From an optimization exercise on the open Yosys and OpenROAD flow, aimed at small area; shortcuts taken in it are not production practice.
At most, simulation tests tie the RTL to the original design; equivalence was not proved.
Power and IR drop assume default switching activity.

v6:
==> flow/design.v <==
module hvsync_generator(clk, reset, vga_h_sync, vga_v_sync, inDisplayArea, CounterX, CounterY, ResetCollision);
input clk;
input reset;
output vga_h_sync;
output vga_v_sync;
output inDisplayArea;
output [9:0] CounterX;
output [8:0] CounterY;
output ResetCollision;
reg [9:0] CounterX;
reg [8:0] CounterY;
reg [1:0] ph;
wire pce = (ph == 2'b11);
wire CounterXmaxed = CounterX[9] & (&CounterX[7:0]);
wire wrap = pce & CounterXmaxed;
always @(posedge clk)
if (reset)
	{CounterX, ph} <= {10'd0, 2'b10};
else if (wrap)
	{CounterX, ph} <= 12'd0;
else
	{CounterX, ph} <= {CounterX, ph} + 12'd1;
always @(posedge clk)
if (reset)
	CounterY <= 9'd0;
else if (wrap)
	CounterY <= CounterY + 9'd1;
wire x0 = (CounterX[9:1] == 9'd0);        
wire y500 = (CounterY[8:1] == 8'd250);    
wire hs = (CounterX[9:4] == 6'h2D) ? (CounterX[3:0] != 4'd0) : (CounterX == 10'd736);
wire vs = y500 & (CounterY[0] == (x0 & ~CounterX[0]));
assign inDisplayArea = ~(CounterX[9] & (CounterX[8] | CounterX[7])) & (CounterY != 9'd0) &
	~((&CounterY[8:5]) & (CounterY[4:0] != 5'd0));
assign ResetCollision = y500 & ~CounterY[0] & x0 & (CounterX[0] ? (ph == 2'b00) : (ph != 2'b00));
assign vga_h_sync = ~hs;
assign vga_v_sync = ~vs;
endmodule
module pong(
output vga_h_sync, vga_v_sync,
output [3:0] vga_R, vga_G, vga_B,
input clk,
input btnL,
input btnR,
input reset,
input [9:0] start_x,      
input [8:0] start_y,
input start_dir_x,
input start_dir_y,
input [8:0] start_paddle  
);
wire inDisplayArea;
wire [9:0] CounterX;
wire [8:0] CounterY;
wire ResetCollision;
hvsync_generator syncgen(.clk(clk), .reset(reset), .vga_h_sync(vga_h_sync), .vga_v_sync(vga_v_sync),
  .inDisplayArea(inDisplayArea), .CounterX(CounterX), .CounterY(CounterY), .ResetCollision(ResetCollision));
wire moveL, moveR;
btn_counter cntL(.clk(clk), .reset(reset), .btn(btnL), .move(moveL));
btn_counter cntR(.clk(clk), .reset(reset), .btn(btnR), .move(moveR));
reg [8:0] PaddlePosition;
wire [8:0] tp;
assign tp[0] = moveL | moveR;
genvar gi;
generate
for (gi = 1; gi < 9; gi = gi + 1) begin : gtp
	assign tp[gi] = tp[gi-1] & (PaddlePosition[gi-1] ^ moveL);    
end
endgenerate
always @(posedge clk)
if (reset)
	PaddlePosition <= start_paddle;
else
	PaddlePosition <= PaddlePosition ^ tp;
reg [9:0] ballX;
reg [8:0] ballY;
reg ball_inX, ball_inY;
wire xlo = (CounterX[2:0] == ballX[2:0]);
wire ylo = (CounterY[2:0] == ballY[2:0]);
wire [7:0] ux = {1'b0, CounterX[9:3]} - {1'b0, ballX[9:3]};
wire [6:0] uy = {1'b0, CounterY[8:3]} - {1'b0, ballY[8:3]};
wire dx0  = xlo & (ux == 8'd0);
wire dx8  = xlo & (ux == 8'd1);
wire dx16 = xlo & (ux == 8'd2);
wire dy0  = ylo & (uy == 7'd0);
wire dy8  = ylo & (uy == 7'd1);
wire dy16 = ylo & (uy == 7'd2);
always @(posedge clk)
if (reset) ball_inX <= 1'b0;
else if (!ball_inX) ball_inX <= dx0 & ball_inY;
else ball_inX <= !dx16;
always @(posedge clk)
if (reset) ball_inY <= 1'b0;
else if (!ball_inY) ball_inY <= dy0;
else ball_inY <= !dy16;
wire ball = ball_inX & ball_inY;
wire border = (CounterX[9:3]==7'd0) || (CounterX[9:3]==7'd79) || (CounterY[8:3]==6'd0) || (CounterY[8:3]==6'd59);
wire [10:0] dp = {1'b0, CounterX} - {2'b0, PaddlePosition};
wire paddle = (dp[10:7] == 4'd0) && (dp[6:3] != 4'd0) && !((dp[6:3] == 4'hF) && (dp[2:0] != 3'd0)) && (CounterY[8:4]==5'd27);
wire BouncingObject = border | paddle;
reg CollisionX1, CollisionX2, CollisionY1, CollisionY2;
always @(posedge clk) if (reset | ResetCollision) CollisionX1 <= 1'b0; else if (BouncingObject & dx0  & dy8 ) CollisionX1 <= 1'b1;
always @(posedge clk) if (reset | ResetCollision) CollisionX2 <= 1'b0; else if (BouncingObject & dx16 & dy8 ) CollisionX2 <= 1'b1;
always @(posedge clk) if (reset | ResetCollision) CollisionY1 <= 1'b0; else if (BouncingObject & dx8  & dy0 ) CollisionY1 <= 1'b1;
always @(posedge clk) if (reset | ResetCollision) CollisionY2 <= 1'b0; else if (BouncingObject & dx8  & dy16) CollisionY2 <= 1'b1;
reg ball_dirX, ball_dirY;
wire stepX = ResetCollision & ~(CollisionX1 & CollisionX2);    
wire stepY = ResetCollision & ~(CollisionY1 & CollisionY2);
wire [9:0] tx;
wire [8:0] ty;
assign tx[0] = stepX;
assign ty[0] = stepY;
generate
for (gi = 1; gi < 10; gi = gi + 1) begin : gtx
	assign tx[gi] = tx[gi-1] & (ballX[gi-1] ^ ball_dirX);
end
for (gi = 1; gi < 9; gi = gi + 1) begin : gty
	assign ty[gi] = ty[gi-1] & (ballY[gi-1] ^ ball_dirY);
end
endgenerate
always @(posedge clk)
if (reset) begin
	ballX <= start_x;
	ballY <= start_y;
end else begin
	ballX <= ballX ^ tx;
	ballY <= ballY ^ ty;
end
always @(posedge clk)
if (reset) begin
	ball_dirX <= start_dir_x;
	ball_dirY <= start_dir_y;
end else begin
	if (stepX) begin
		if (CollisionX2) ball_dirX <= 1'b1; else if (CollisionX1) ball_dirX <= 1'b0;
	end
	if (stepY) begin
		if (CollisionY2) ball_dirY <= 1'b1; else if (CollisionY1) ball_dirY <= 1'b0;
	end
end
wire G = BouncingObject | ball;
wire R = G | (CounterX[3] ^ CounterY[3]);
reg red, grn;
always @(posedge clk)
if (reset) begin
	red <= 1'b0;
	grn <= 1'b0;
end else begin
	red <= R & inDisplayArea;
	grn <= G & inDisplayArea;
end
assign vga_R = {3'b000, red};
assign vga_G = {3'b000, grn};
assign vga_B = {3'b000, grn};
endmodule
module btn_counter(input clk, input reset, input btn, output move);
localparam [17:0] LFSR_HIT  = 18'h111c6;
localparam [17:0] LFSR_MASK = 18'h3ffdd;
reg [17:0] cnt;
assign move = btn & ((cnt & LFSR_MASK) == (LFSR_HIT & LFSR_MASK));
always @(posedge clk)
if (reset | move)
	cnt <= 18'd0;
else if (btn)
	cnt <= {cnt[16:0], ~(cnt[17] ^ cnt[10])};
endmodule
clock: 10.0 ns
lec_check: 0
cap_margin: 20
core_margin: 2
core_utilization: 60
cts_buf_list: sky130_fd_sc_hd__clkbuf_8
slew_margin: 20
standard.sh (not shown) runs the stock make flow with config.mk's settings and CLKGATE_MAP_FILE= SYNTH_SCRIPT=/design/flow/synth_recipe.tcl, a recipe that flattens the netlist after the stock synthesis.
==> flow/flow/run.sh <==
#!/bin/bash
# The standard layout (the standard.sh, its synthesis unchanged), with two
# changes: the port buffers are the smallest buffer, and clock tree synthesis
# adds no dummy loads.
set -euo pipefail
bash standard.sh \
  BUFFER_PORTS_ARGS="-buffer_cell sky130_fd_sc_hd__buf_1" \
  CTS_ARGS="-sink_clustering_enable -repair_clock_nets -buf_list sky130_fd_sc_hd__clkbuf_8 -dont_use_dummy_load" \
  finish > flow_make.log 2>&1
v6 reached the end of the flow, and the finished layout is clean on the timing, design-rule and antenna checks.
[inputs] v7 vs v6
-- flow/design.v --
<<< v6, line 14
wire CounterXmaxed = CounterX[9] & (&CounterX[7:0]);
wire wrap = pce & CounterXmaxed;
always @(posedge clk)
if (reset)
>>> v7, line 14
wire CounterXmaxed = CounterX[9] & (&CounterX[7:0]);
wire wrap = pce & CounterXmaxed;
wire [11:0] cx = {CounterX, ph};
wire [11:0] tc;
wire [8:0] ty;
assign tc[0] = 1'b1;
assign ty[0] = wrap;
genvar gi;
generate
for (gi = 1; gi < 12; gi = gi + 1) begin : gtc
	assign tc[gi] = tc[gi-1] & cx[gi-1];
end
for (gi = 1; gi < 9; gi = gi + 1) begin : gty
	assign ty[gi] = ty[gi-1] & CounterY[gi-1];
end
endgenerate
always @(posedge clk)
if (reset)
<<< v6, line 20
	{CounterX, ph} <= 12'd0;
else
	{CounterX, ph} <= {CounterX, ph} + 12'd1;
always @(posedge clk)
if (reset)
	CounterY <= 9'd0;
else if (wrap)
	CounterY <= CounterY + 9'd1;
wire x0 = (CounterX[9:1] == 9'd0);        
wire y500 = (CounterY[8:1] == 8'd250);    
>>> v7, line 34
	{CounterX, ph} <= 12'd0;
else
	{CounterX, ph} <= cx ^ tc;
always @(posedge clk)
if (reset)
	CounterY <= 9'd0;
else
	CounterY <= CounterY ^ ty;
wire x0 = (CounterX[9:1] == 9'd0);        
wire y500 = (CounterY[8:1] == 8'd250);    
<<< v6, line 77
wire xlo = (CounterX[2:0] == ballX[2:0]);
wire ylo = (CounterY[2:0] == ballY[2:0]);
wire [7:0] ux = {1'b0, CounterX[9:3]} - {1'b0, ballX[9:3]};
wire [6:0] uy = {1'b0, CounterY[8:3]} - {1'b0, ballY[8:3]};
wire dx0  = xlo & (ux == 8'd0);
wire dx8  = xlo & (ux == 8'd1);
>>> v7, line 91
wire xlo = (CounterX[2:0] == ballX[2:0]);
wire ylo = (CounterY[2:0] == ballY[2:0]);
wire [7:0] ux;    
wire [6:0] uy;    
ripple_sub #(7) subx(.a(CounterX[9:3]), .b(ballX[9:3]), .d(ux));
ripple_sub #(6) suby(.a(CounterY[8:3]), .b(ballY[8:3]), .d(uy));
wire dx0  = xlo & (ux == 8'd0);
wire dx8  = xlo & (ux == 8'd1);
<<< v6, line 95
wire ball = ball_inX & ball_inY;
wire border = (CounterX[9:3]==7'd0) || (CounterX[9:3]==7'd79) || (CounterY[8:3]==6'd0) || (CounterY[8:3]==6'd59);
wire [10:0] dp = {1'b0, CounterX} - {2'b0, PaddlePosition};
wire paddle = (dp[10:7] == 4'd0) && (dp[6:3] != 4'd0) && !((dp[6:3] == 4'hF) && (dp[2:0] != 3'd0)) && (CounterY[8:4]==5'd27);
wire BouncingObject = border | paddle;
>>> v7, line 111
wire ball = ball_inX & ball_inY;
wire border = (CounterX[9:3]==7'd0) || (CounterX[9:3]==7'd79) || (CounterY[8:3]==6'd0) || (CounterY[8:3]==6'd59);
wire [10:0] dp;
ripple_sub #(10) subp(.a(CounterX), .b({1'b0, PaddlePosition}), .d(dp));
wire paddle = (dp[10:7] == 4'd0) && (dp[6:3] != 4'd0) && !((dp[6:3] == 4'hF) && (dp[2:0] != 3'd0)) && (CounterY[8:4]==5'd27);
wire BouncingObject = border | paddle;
<<< v6, line 164
	cnt <= {cnt[16:0], ~(cnt[17] ^ cnt[10])};
endmodule
>>> v7, line 181
	cnt <= {cnt[16:0], ~(cnt[17] ^ cnt[10])};
endmodule
module ripple_sub #(parameter N = 8) (input [N-1:0] a, input [N-1:0] b, output [N:0] d);
wire [N:0] bw;
assign bw[0] = 1'b0;
genvar i;
generate
for (i = 0; i < N; i = i + 1) begin : g
	assign d[i] = a[i] ^ b[i] ^ bw[i];
	assign bw[i+1] = (~a[i] & b[i]) | (~(a[i] ^ b[i]) & bw[i]);
end
endgenerate
assign d[N] = bw[N];
endmodule
### Flow results
The met1 demand-to-capacity share in global routing reported for v7 is greater than that of v6 by 0.35 points. Count of inserted antenna diode cells: v7 vs v6 identical. Compared with v6, in v7 total number of nets in the final design -109, core utilization +1.4 points, setup slack -0.86 ns, non-clock buffer count -1. Compared with v6, v7 is the less power-hungry design. Slowest cell on the critical path: or4_4 -> v6, dfxtp_1 -> v7. Of the two values seen for beginning of the critical path, syncgen.CounterX[3]$_SDFF_PP0_ was produced by v7 and syncgen.CounterX[4]$_SDFF_PP0_ by v6. What v6 reported for leakage power of the design has to be multiplied by 0.914 to get the figure for v7. Per the comparison of v7 with v6, cell area after synthesis has decreased, hold slack shows a reduction of 0.030 ns.
Function not checked in v6: the RTL went through the layout flow alone.

static timing again, ports no longer ideal:
The results above use ideal ports. As a check the final layouts listed here were re-extracted and re-timed, cells and wires unchanged. Step 1 assumes that a clkbuf_16 drives the clock port and a buf_2 every other input. Step 2, shift: input delay + t, output delay - t, t = (earliest + latest rising clock arrival at the registers) / 2. This alone moves slack from input paths to output paths. Slacks: ideal ports / drivers / drivers and shift; pairs: ideal ports / drivers.
| run | shift t [ns] | setup slack, ns | slew at the worst register clock pin (ns) | worst slew at a driven data input, ns |
|---|---|---|---|---|
| v6 | 0.389 | 5.898 / 5.866 / 6.083 | 0.09 / 0.09 | 0.03 |
| v7 | 0.392 | 5.040 / 5.040 / 5.040 | 0.10 / 0.10 | 0.04 |
After both steps every run listed still meets setup and hold.
